Source: an optimization exercise on an open RTL-to-GDS flow (aim: small area, a short achievable clock period and few clock cycles per item). Production flows keep margins and buffers that such runs may drop.
Only simulation tests tie the RTL to the original design; equivalence was not proved.
Power is estimated from default activity; no workload was simulated.

== violet ==
Design CORDIC_sin_cos, start of the top module:
module CORDIC_sin_cos (clock, rst, strobe_in, angle, strobe_out, cos, sin);
	input clock;
	input rst;
	input strobe_in;
	input [31:0] angle;
	output strobe_out;
	output [16:0] cos;
	output [16:0] sin;
	reg signed [15:0] X, Y;
	reg [29:0] W;                
	reg NEG;                     
	reg [3:0] C;                 
	reg busy, done, prev_strobe_in;
	wire start = strobe_in & ~prev_strobe_in;
	wire signed [15:0] X1 = (angle[31] ^ angle[30]) ? -16'sd19429 : 16'sd19429;
	wire signed [15:0] Y1 = angle[31] ? -16'sd19429 : 16'sd19429;
	wire [29:0] Z1 = {~angle[29], angle[28:0]};
	wire pos = ~NEG;
	wire [29:0] Bn;
	CORDIC_LUT lut(C, Bn);
	wire [29:0] T;
	ZADD30 za(W, Bn ^ {30{pos}}, pos, T);
	wire signed [15:0] Xs = (X >>> 1) >>> C;
	wire signed [15:0] Ys = (Y >>> 1) >>> C;
	wire [15:0] Xn, Yn;
	ADD16 ax(X, Ys ^ {16{pos}}, pos, Xn);
	ADD16 ay(Y, Xs ^ {16{NEG}}, NEG, Yn);
	always @(posedge clock) begin
		prev_strobe_in <= strobe_in;
		if (rst) begin
			prev_strobe_in <= 1'b0;
			busy <= 1'b0;
			done <= 1'b0;
		end else begin
			done <= busy & (C == 4'd15);
			if (start)
				busy <= 1'b1;
			else if (C == 4'd15)
				busy <= 1'b0;
		end
	end
	always @(posedge clock) begin
		if (start) begin
			C <= 4'd0;
			X <= X1;
			Y <= Y1;
			W <= Z1;
			NEG <= ~angle[29];
		end else begin
			C <= C + 4'd1;
			X <= Xn;
			Y <= Yn;
			W <= {T[28:0], 1'b0};
			NEG <= T[29];
		end
	end
	assign cos = {X[15], X};
	assign sin = {Y[15], Y};
	assign strobe_out = done;
endmodule
Size: about 1,200 cells after synthesis, roughly 70 flip-flops, about 70 I/O pins, about 6600 µm² of cells after synthesis.
clock: 6.5 ns
lec_check: 0
abc_area: 1
cap_margin: 20
core_margin: 2
core_utilization: 40
cts_buf_list: sky130_fd_sc_hd__clkbuf_8
gpl_timing_driven: 0
place_density: 0.45
setup_slack_margin: 3.4
slew_margin: 20
standard.sh (not shown) runs the stock make flow with config.mk's settings and CLKGATE_MAP_FILE= SYNTH_SCRIPT=/design/flow/synth_recipe.tcl, a recipe that flattens the netlist after the stock synthesis.
==> flow/flow/run.sh <==
#!/bin/bash
# Layout flow: the standard flow (standard.sh) with two changes.
#  - ADDER_MAP_FILE is empty, so synthesis maps no full/half-adder cells and ABC
#    maps the adders to plain gates, which are faster than the library's fa/ha cells.
#  - buffer_ports puts a buf_1 on each port instead of the delay buffer it picks
#    by default.
# The synthesis is otherwise the standard one, so the registers are the same.
set -euo pipefail
export ADDER_MAP_FILE=
export BUFFER_PORTS_ARGS="-buffer_cell sky130_fd_sc_hd__buf_1"
bash standard.sh > standard.log 2>&1
violet completed end to end with timing, DRC and antenna clean.
Testbench counts of violet, summed over its fixed seeds: cycles 34,824, items 2,048.
Here is what was changed in the inputs of amber compared with violet.
diff --git a/flow/config.mk b/flow/config.mk
--- a/flow/config.mk
+++ b/flow/config.mk
@@ -11,6 +11,4 @@
 export CORE_UTILIZATION = 40
 export CTS_BUF_LIST = sky130_fd_sc_hd__clkbuf_8
-export GPL_TIMING_DRIVEN = 0
-export PLACE_DENSITY = 0.45
 export SETUP_SLACK_MARGIN = 3.4
 export SLEW_MARGIN = 20
### Flow results
- Against violet, the final cell area of amber is lower.
- amber vs. violet: count of clock buffers in the final design has decreased; design internal power saw a decrease; core occupancy in the finished layout neither gained nor lost much; combined flip-flop and latch cell area up about 0.7%; wire length of the first global-routing pass decreased by about 10% relative to the old numbers.
- Compared to violet, amber has global-route usage 3.7 points lower.
- Summary of amber over violet: fraction of area in registers up 0.19 points, wire length the detailed router placed on met1 dropped 1900 µm.
Input changes introduced in juniper (baseline for comparison: amber):
diff --git a/flow/config.mk b/flow/config.mk
--- a/flow/config.mk
+++ b/flow/config.mk
@@ -10,5 +10,4 @@
 export CORE_MARGIN = 2
 export CORE_UTILIZATION = 40
-export CTS_BUF_LIST = sky130_fd_sc_hd__clkbuf_8
-export SETUP_SLACK_MARGIN = 3.4
+export SETUP_SLACK_MARGIN = 3.75
 export SLEW_MARGIN = 20
### Flow results
Comparing amber and juniper, the higher growth of design area from synthesis to finish is on juniper.
Compared to amber, juniper shows a wider setup margin.
Compare amber and juniper | detailed-routed wire length on met2 lower: amber
Compare amber and juniper | power density relative to cell area lower: amber
Here is what was changed in the inputs of pepper compared with juniper.
diff --git a/flow/config.mk b/flow/config.mk
--- a/flow/config.mk
+++ b/flow/config.mk
@@ -10,4 +10,4 @@
 export CORE_MARGIN = 2
 export CORE_UTILIZATION = 40
-export SETUP_SLACK_MARGIN = 3.75
+export SETUP_SLACK_MARGIN = 3.2
 export SLEW_MARGIN = 20
==> run summary <==
In pepper relative to juniper, detailed route wirelength on metal3 had gone down by more than a quarter.
Looking only at buffering overhead, and setting everything else aside, the lower value of juniper and pepper goes to pepper.
The clock power was comparable across juniper and pepper.
pepper against juniper: met1 capacity usage during global routing went down; post-detailed-routing wire length fell 12%; cell-internal power went down by about 15%; combinational share of power fell by 3.3 points.
Signed area change from the synthesized netlist to the final layout in pepper is 19 points below juniper.
| buffers plus inverters on the worst setup path | pepper vs juniper | 2 higher |
Of the two candidates, juniper has the worse final area and pepper the better one.
Sort juniper and pepper by met2 usage desc -> top: juniper
Setup changes, pepper to delta
diff --git a/flow/config.mk b/flow/config.mk
--- a/flow/config.mk
+++ b/flow/config.mk
@@ -10,4 +10,4 @@
 export CORE_MARGIN = 2
 export CORE_UTILIZATION = 40
-export SETUP_SLACK_MARGIN = 3.2
+export SETUP_SLACK_MARGIN = 3.5
 export SLEW_MARGIN = 20
- pepper → delta: flip-flop and latch count shows no meaningful change, routed wire length shows an increase of about 3.4%, clock transition at the registers of the reported paths shows no meaningful change, post-CTS repair timing setup buffer count shows an increase of 1.
- Min share of post-route cells with drive strength above 1 across pepper and delta: pepper
- Compared with pepper, delta shows buffering overhead higher by 2.2 points.
- Lower register fraction of the total cell area among pepper and delta: delta
- There was hardly any difference in global-route usage between delta and pepper.
Inputs modified between delta and harbor:
diff --git a/flow/config.mk b/flow/config.mk
--- a/flow/config.mk
+++ b/flow/config.mk
@@ -10,4 +10,6 @@
 export CORE_MARGIN = 2
 export CORE_UTILIZATION = 40
+export CTS_BUF_LIST = sky130_fd_sc_hd__clkbuf_8
+export GPL_TIMING_DRIVEN = 0
 export SETUP_SLACK_MARGIN = 3.5
 export SLEW_MARGIN = 20
==> comparison <==
- On harbor: share of cells above drive strength 1 is 1.1 points higher than what delta gave.
- Final cell area: harbor below delta
- Summary — layout overhead on the synthesized area, harbor relative to delta: lower, by 1.9 points.
- In summary, harbor completed successfully, with a layout that passed the timing, DRC and antenna checks.
- Where worst-case hold slack is concerned, delta is outperformed by harbor.

==> separate check: timing with driven ports <==
No port has a modelled driver above. Below, the same layouts with a new extraction and two added sets of constraints. Step 1 (the two cells are an assumption about what drives the block):
set clk [get_ports {clock}]
set_driving_cell -lib_cell sky130_fd_sc_hd__clkbuf_16 $clk
set_driving_cell -lib_cell sky130_fd_sc_hd__buf_2 [delete_from_list [all_inputs] $clk]
Step 2 also shifts input and output timing later by t, the mid clock arrival at the registers, as if the neighbouring blocks saw the same clock. Three values: ideal, step 1, step 2; two values: the first two.
run	t (ns)	setup slack, ns	slew at the worst register clock pin (ns)	worst data-port slew with drivers (ns)	cell pins on the clock port's net
violet	0.425	3.709 / 3.709 / 3.541	0.09 / 0.09	0.03	1
amber	0.412	3.695 / 3.695 / 3.341	0.10 / 0.10	0.04	1
juniper	0.393	3.849 / 3.849 / 3.567	0.07 / 0.07	0.04	1
pepper	0.393	3.500 / 3.523 / 3.130	0.07 / 0.07	0.04	1
delta	0.393	3.715 / 3.727 / 3.346	0.07 / 0.07	0.04	1
harbor	0.423	3.746 / 3.746 / 3.469	0.10 / 0.10	0.03	1
After both steps setup and hold are still met in every run listed. For pepper, which loses most, drivers alone change the setup slack by +0.023 ns; drivers and shift together by -0.370 ns.
